Source: an optimization exercise on an open RTL-to-GDS flow (aim: small area and a short achievable clock period). Production flows keep margins and buffers that such runs may drop.
RTL that was checked went through simulation tests only; none was proved equivalent to the original.
Power figures rest on the tool's default switching activity, not on a simulated workload.

Setup of v6:
==> flow/design.v <==
module registor_block(
	input clk_i,
	input rstn_i,
	input acc_en_i,
	input wr_en_i,
	input [2:0] addr_i,
	input [15:0] wdata_i,
	output reg [15:0] rdata_o,
	output duty_valid,
	output [9:0] duty_cycle,
	output [1:0] frequency_selection,
	output trigger_on_hit,
	output target_valid,
	output [9:0] target_value,
	output clear,
	output SW_trigger,
	input [9:0] actual_counter_value,
	input [9:0] captured_value,
	input cap_valid,
	input tm_running
);
reg [15:0] CTRL0;
reg [15:0] PWM_MODE;
reg [15:0] CNT_TIMER_MODE0;
reg [15:0] CNT_TIMER_MODE1;
reg [3:0] valid;
wire wr = acc_en_i & wr_en_i;
wire we0 = wr & (addr_i == 3'd0);
wire we1 = wr & (addr_i == 3'd1);
wire we2 = wr & (addr_i == 3'd2);
wire we3 = wr & (addr_i == 3'd3);
always @(posedge clk_i or negedge rstn_i) begin
	if(!rstn_i)
		valid <= 4'd0;
	else
		valid <= valid | {we3, we2, we1, we0};
end
always @(posedge clk_i) begin
	if(we0) CTRL0 <= wdata_i;
	if(we1) PWM_MODE <= wdata_i;
	if(we2) CNT_TIMER_MODE0 <= wdata_i;
	if(we3) CNT_TIMER_MODE1 <= wdata_i;
end
assign duty_valid = valid[1];
assign duty_cycle = PWM_MODE[9:0];
assign frequency_selection = PWM_MODE[13:12] & {2{valid[1]}};
assign trigger_on_hit = valid[2] & (CNT_TIMER_MODE0[5:4] == 2'b01);
assign target_valid = valid[3];
assign target_value = CNT_TIMER_MODE1[9:0];
assign clear = wdata_i[0] & wr & (addr_i == 3'd5);
assign SW_trigger = wdata_i[4] & wr & (addr_i == 3'd5);
wire rd = acc_en_i & ~wr_en_i;
wire s0 = rd & (addr_i == 3'd0) & valid[0];
wire s1 = rd & (addr_i == 3'd1) & valid[1];
wire s2 = rd & (addr_i == 3'd2) & valid[2];
wire s3 = rd & (addr_i == 3'd3) & valid[3];
wire s4 = rd & (addr_i == 3'd4);
wire s6 = rd & (addr_i == 3'd6);
wire s6c = s6 & cap_valid;
wire [15:0] ya, yb;
genvar i;
generate
	for (i = 0; i < 16; i = i + 1) begin : g_rd
		if (i < 10) begin : g6
			rd_aoi222 ua(.a0(CTRL0[i]), .s0(s0), .a1(PWM_MODE[i]), .s1(s1), .a2(CNT_TIMER_MODE0[i]), .s2(s2), .y(ya[i]));
			rd_aoi222 ub(.a0(CNT_TIMER_MODE1[i]), .s0(s3), .a1(actual_counter_value[i]), .s1(s4), .a2(captured_value[i]), .s2(s6c), .y(yb[i]));
		end else if (i == 12) begin : g5
			rd_aoi222 ua(.a0(CTRL0[i]), .s0(s0), .a1(PWM_MODE[i]), .s1(s1), .a2(CNT_TIMER_MODE0[i]), .s2(s2), .y(ya[i]));
			rd_aoi22 ub(.a0(CNT_TIMER_MODE1[i]), .s0(s3), .a1(tm_running), .s1(s6), .y(yb[i]));
		end else begin : g4
			rd_aoi22 ua(.a0(CTRL0[i]), .s0(s0), .a1(PWM_MODE[i]), .s1(s1), .y(ya[i]));
			rd_aoi22 ub(.a0(CNT_TIMER_MODE0[i]), .s0(s2), .a1(CNT_TIMER_MODE1[i]), .s1(s3), .y(yb[i]));
		end
	end
endgenerate
always @(*) rdata_o = ~(ya & yb);
endmodule
module rd_aoi222(input a0, input s0, input a1, input s1, input a2, input s2, output y);
assign y = ~((a0 & s0) | (a1 & s1) | (a2 & s2));
endmodule
module rd_aoi22(input a0, input s0, input a1, input s1, output y);
assign y = ~((a0 & s0) | (a1 & s1));
endmodule
module PWM(
	input clk_i,
	input rstn_i,
	input acc_en_i,
	input [9:0] duty_cycle,
	input [1:0] frequency_selection,
	input duty_valid,
	input trigger_on_hit,
	input target_valid,
	input [9:0] target_value,
	input clear,
	input SW_trigger,
	output [9:0] actual_counter_value,
	output reg [9:0] captured_value,
	output reg cap_valid,
	output reg tm_running,
	output reg pwm_out
);
function [18:0] inc19(input [18:0] a, input cin);
	integer i; reg c;
	begin
		c = cin;
		for (i = 0; i < 19; i = i + 1) begin inc19[i] = a[i] ^ c; c = a[i] & c; end
	end
endfunction
function [13:0] inc14(input [13:0] a, input cin);
	integer i; reg c;
	begin
		c = cin;
		for (i = 0; i < 14; i = i + 1) begin inc14[i] = a[i] ^ c; c = a[i] & c; end
	end
endfunction
function [14:0] add15(input [14:0] a, input [14:0] b);
	integer i; reg c;
	begin
		c = 1'b0;
		for (i = 0; i < 15; i = i + 1) begin
			add15[i] = a[i] ^ b[i] ^ c;
			c = (a[i] & b[i]) | (a[i] & c) | (b[i] & c);
		end
	end
endfunction
function [12:0] add13(input [12:0] a, input [12:0] b);
	integer i; reg c;
	begin
		c = 1'b0;
		for (i = 0; i < 13; i = i + 1) begin
			add13[i] = a[i] ^ b[i] ^ c;
			c = (a[i] & b[i]) | (a[i] & c) | (b[i] & c);
		end
	end
endfunction
function lt14(input [13:0] a, input [13:0] b, input cin);
	integer i; reg c;
	begin
		c = cin;
		for (i = 0; i < 14; i = i + 1) c = (~a[i] & b[i]) | (~a[i] & c) | (b[i] & c);
		lt14 = c;
	end
endfunction
reg [9:0]  P_lo;
reg [8:0]  P_hi;
reg        Z;
reg [13:0] A;
reg [14:0] B;
wire [18:0] P = {P_hi, P_lo};
wire en = acc_en_i;
wire [18:0] p_inc = inc19(P, en);
wire [18:0] p_next = (Z & en) ? 19'd0 : p_inc;
wire ge400 = P >= 19'd399999;
wire ge200 = P >= 19'd199999;
wire ge125 = P >= 19'd124999;
wire ge100 = P >= 19'd99999;
wire ge = frequency_selection[1] ? (frequency_selection[0] ? ge100 : ge125)
                                 : (frequency_selection[0] ? ge200 : ge400);
wire wrap = ~Z & ge;
wire hit_tv = Z ? (target_value == 10'd0) : (p_inc == {9'd0, target_value});
wire hit = target_valid ? hit_tv : Z;
wire [12:0] dc5 = add13({1'b0, duty_cycle, 2'b0}, {3'b0, duty_cycle});
reg [13:0] T;
always @(*) begin
	case(frequency_selection)
		2'b00: T = {duty_cycle, 4'b0};
		2'b01: T = {1'b0, duty_cycle, 3'b0};
		2'b10: T = {1'b0, dc5};
		default: T = {2'b0, duty_cycle, 2'b0};
	endcase
end
wire bz = (B == 15'd0);
wire duty_on = duty_valid & (Z ? (duty_cycle != 10'd0) : lt14(A, T, bz));
wire go = en & ~Z & duty_on;
wire ld = en & Z;
wire b_carry = (B >= 15'd23977);
wire [14:0] b_step = go ? (b_carry ? 15'd8791 : 15'd1023) : 15'd0;
wire [14:0] b_sum = add15(B, b_step);
wire [13:0] a_sum = inc14(A, go & b_carry);
assign actual_counter_value = P_lo;
always @(posedge clk_i or negedge rstn_i) begin
	if(!rstn_i) begin
		P_lo <= 10'd0;
		Z <= 1'b1;
		pwm_out <= 1'b0;
		cap_valid <= 1'b0;
		tm_running <= 1'b0;
	end else begin
		P_lo <= p_next[9:0];
		if(en) begin
			Z <= wrap;
			pwm_out <= duty_on;
			if(clear)
				cap_valid <= 1'b0;
			else if(hit)
				cap_valid <= target_valid;
			if(SW_trigger || (trigger_on_hit && hit))
				tm_running <= 1'b1;
			else if(wrap)
				tm_running <= 1'b0;
		end
	end
end
always @(posedge clk_i) begin
	if(en & hit)
		captured_value <= target_value;
	P_hi <= p_next[18:10];
	A <= ld ? 14'd0 : a_sum;
	B <= ld ? (duty_on ? 15'd2046 : 15'd1023) : b_sum;
end
endmodule
module top(
	input clk_i,
	input rstn_i,
	input acc_en_i,
	input wr_en_i,
	input [2:0] addr_i,
	input [15:0] wdata_i,
	input input1_i,
	input input2_i,
	input input3_i,
	input input4_i,
	input input5_i,
	input input6_i,
	input input7_i,
	input input8_i,
	input input9_i,
	input input10_i,
	input input11_i,
	input input12_i,
	input input13_i,
	input input14_i,
	input input15_i,
	output [15:0] rdata_o,
	output output_o
);
	wire [9:0] duty_cycle_w;
	wire [1:0] frequency_selection_w;
	wire duty_valid_w;
	wire trigger_on_hit_w;
	wire target_valid_w;
	wire [9:0] target_value_w;
	wire clear_w;
	wire SW_trigger_w;
	wire [9:0] actual_counter_value_w;
	wire [9:0] captured_value_w;
	wire cap_valid_w;
	wire tm_running_w;
registor_block registor_block(
	.clk_i(clk_i),
	.rstn_i(rstn_i),
	.acc_en_i(acc_en_i),
	.wr_en_i(wr_en_i),
	.addr_i(addr_i),
	.wdata_i(wdata_i),
	.rdata_o(rdata_o),
	.duty_cycle(duty_cycle_w),
	.frequency_selection(frequency_selection_w),
	.duty_valid(duty_valid_w),
	.trigger_on_hit(trigger_on_hit_w),
	.target_valid(target_valid_w),
	.target_value(target_value_w),
	.clear(clear_w),
	.SW_trigger(SW_trigger_w),
	.actual_counter_value(actual_counter_value_w),
	.captured_value(captured_value_w),
	.cap_valid(cap_valid_w),
	.tm_running(tm_running_w)
);
PWM PWM(
	.clk_i(clk_i),
	.rstn_i(rstn_i),
	.acc_en_i(acc_en_i),
	.duty_cycle(duty_cycle_w),
	.frequency_selection(frequency_selection_w),
	.duty_valid(duty_valid_w),
	.trigger_on_hit(trigger_on_hit_w),
	.target_valid(target_valid_w),
	.target_value(target_value_w),
	.clear(clear_w),
	.SW_trigger(SW_trigger_w),
	.actual_counter_value(actual_counter_value_w),
	.captured_value(captured_value_w),
	.cap_valid(cap_valid_w),
	.tm_running(tm_running_w),
	.pwm_out(output_o)
);
endmodule
clock: 25.0 ns
lec_check: 0
cap_margin: 20
core_margin: 2
core_utilization: 70
cts_buf_list: sky130_fd_sc_hd__clkbuf_4 sky130_fd_sc_hd__clkbuf_8
cts_cluster_diameter: 60
cts_cluster_size: 30
slew_margin: 20
synth_hierarchical: 1
synth_minimum_keep_size: 0
standard.sh (not shown) runs the stock make flow with config.mk's settings and CLKGATE_MAP_FILE= SYNTH_SCRIPT=/design/flow/synth_recipe.tcl, a recipe that flattens the netlist after the stock synthesis.
==> flow/flow/run.sh <==
#!/bin/bash
# Layout flow: the standard ORFS flow, with port buffers of a plain buffer
# cell, a clock tree without dummy loads, and timing repair aimed at a larger
# setup margin. Clock period and constraints are the standard flow's own.
set -euo pipefail
W=$(pwd)
bash standard.sh \
  "BUFFER_PORTS_ARGS=-buffer_cell sky130_fd_sc_hd__buf_2" \
  "CTS_ARGS=-sink_clustering_enable -repair_clock_nets -dont_use_dummy_load -sink_clustering_size 30 -sink_clustering_max_diameter 60 -buf_list {sky130_fd_sc_hd__clkbuf_4 sky130_fd_sc_hd__clkbuf_8}" \
  finish > "$W/flow_make.log" 2>&1
#### Input delta (v7 over v6)
--- a/flow/design.v
+++ b/flow/design.v
@@ -15,9 +15,8 @@
 	output clear,
 	output SW_trigger,
 	input [9:0] actual_counter_value,
 	input [9:0] captured_value,
-	input cap_valid,
 	input tm_running
 );
 reg [15:0] CTRL0;
 reg [15:0] PWM_MODE;
@@ -55,16 +54,15 @@
 wire s2 = rd & (addr_i == 3'd2) & valid[2];
 wire s3 = rd & (addr_i == 3'd3) & valid[3];
 wire s4 = rd & (addr_i == 3'd4);
 wire s6 = rd & (addr_i == 3'd6);
-wire s6c = s6 & cap_valid;
 wire [15:0] ya, yb;
 genvar i;
 generate
 	for (i = 0; i < 16; i = i + 1) begin : g_rd
 		if (i < 10) begin : g6
 			rd_aoi222 ua(.a0(CTRL0[i]), .s0(s0), .a1(PWM_MODE[i]), .s1(s1), .a2(CNT_TIMER_MODE0[i]), .s2(s2), .y(ya[i]));
-			rd_aoi222 ub(.a0(CNT_TIMER_MODE1[i]), .s0(s3), .a1(actual_counter_value[i]), .s1(s4), .a2(captured_value[i]), .s2(s6c), .y(yb[i]));
+			rd_aoi222 ub(.a0(CNT_TIMER_MODE1[i]), .s0(s3), .a1(actual_counter_value[i]), .s1(s4), .a2(captured_value[i]), .s2(s6), .y(yb[i]));
 		end else if (i == 12) begin : g5
 			rd_aoi222 ua(.a0(CTRL0[i]), .s0(s0), .a1(PWM_MODE[i]), .s1(s1), .a2(CNT_TIMER_MODE0[i]), .s2(s2), .y(ya[i]));
 			rd_aoi22 ub(.a0(CNT_TIMER_MODE1[i]), .s0(s3), .a1(tm_running), .s1(s6), .y(yb[i]));
 		end else begin : g4
@@ -94,9 +92,8 @@
 	input clear,
 	input SW_trigger,
 	output [9:0] actual_counter_value,
 	output reg [9:0] captured_value,
-	output reg cap_valid,
 	output reg tm_running,
 	output reg pwm_out
 );
 function [18:0] inc19(input [18:0] a, input cin);
@@ -182,29 +179,27 @@
 	if(!rstn_i) begin
 		P_lo <= 10'd0;
 		Z <= 1'b1;
 		pwm_out <= 1'b0;
-		cap_valid <= 1'b0;
+		captured_value <= 10'd0;
 		tm_running <= 1'b0;
 	end else begin
 		P_lo <= p_next[9:0];
 		if(en) begin
 			Z <= wrap;
 			pwm_out <= duty_on;
-			if(clear)
-				cap_valid <= 1'b0;
+			if(clear | (hit & ~target_valid))
+				captured_value <= 10'd0;
 			else if(hit)
-				cap_valid <= target_valid;
+				captured_value <= target_value;
 			if(SW_trigger || (trigger_on_hit && hit))
 				tm_running <= 1'b1;
 			else if(wrap)
 				tm_running <= 1'b0;
 		end
 	end
 end
 always @(posedge clk_i) begin
-	if(en & hit)
-		captured_value <= target_value;
 	P_hi <= p_next[18:10];
 	A <= ld ? 14'd0 : a_sum;
 	B <= ld ? (duty_on ? 15'd2046 : 15'd1023) : b_sum;
 end
@@ -243,9 +238,8 @@
 	wire clear_w;
 	wire SW_trigger_w;
 	wire [9:0] actual_counter_value_w;
 	wire [9:0] captured_value_w;
-	wire cap_valid_w;
 	wire tm_running_w;
 registor_block registor_block(
 	.clk_i(clk_i),
 	.rstn_i(rstn_i),
@@ -263,9 +257,8 @@
 	.clear(clear_w),
 	.SW_trigger(SW_trigger_w),
 	.actual_counter_value(actual_counter_value_w),
 	.captured_value(captured_value_w),
-	.cap_valid(cap_valid_w),
 	.tm_running(tm_running_w)
 );
 PWM PWM(
 	.clk_i(clk_i),
@@ -280,9 +273,8 @@
 	.clear(clear_w),
 	.SW_trigger(SW_trigger_w),
 	.actual_counter_value(actual_counter_value_w),
 	.captured_value(captured_value_w),
-	.cap_valid(cap_valid_w),
 	.tm_running(tm_running_w),
 	.pwm_out(output_o)
 );
 endmodule
==> comparison <==
- The end of the critical path comes out rdata_o[6] in one run and rdata_o[4] in the other, namely in v7 and v6 respectively.
- Power: v7 draws more than v6
- Final wirelength (v7 over v6): increase, about 4.6%
- v6 vs v7, master of the slowest instance on the critical path: sky130_fd_sc_hd__and4b_1 vs sky130_fd_sc_hd__nor2_1
- Compare v7 and v6 | data arrival time of the worst path lower: v7
- When the final numbers for v7 and v6 were put side by side, the number of iterations in the first detailed-routing pass turned out to be greater in v6.
- Going from v6 to v7, synthesized cell count grows by 29.
- v7 against v6: area growth from synthesis to final layout moved up; fraction of power consumed by the clock network lower; multi-input logic cell count went up by about 10%.
Only the layout flow was run in v7; the RTL was not checked for function there.

afterwards: timing with drivers on the ports:
The results above use ideal ports. As a check the final layouts listed here were re-extracted and re-timed, cells and wires unchanged. Step 1, drivers: a clkbuf_16 drives clk_i and a buf_2 each remaining input, both assumed. Step 2 adds t to the input delays and takes it off the output delays; t is the mean of the earliest and latest rising clock arrival at the registers after step 1. Input paths then give back, and output paths get back, about the clock's delay inside the block. a / b / c = no drivers / after step 1 / after step 2; a / b = the first two.
| run | t, ns | setup WS [ns] | latest minus earliest clock arrival (ns) |
|---|---|---|---|
| v6 | 0.459 | 13.094 / 13.074 / 13.074 | 0.035 / 0.035 |
| v7 | 0.452 | 13.213 / 13.187 / 13.187 | 0.032 / 0.032 |
After both steps setup and hold are still met in every run listed. For v7, which loses most, drivers alone change the setup slack by -0.026 ns; drivers and shift together by -0.026 ns.
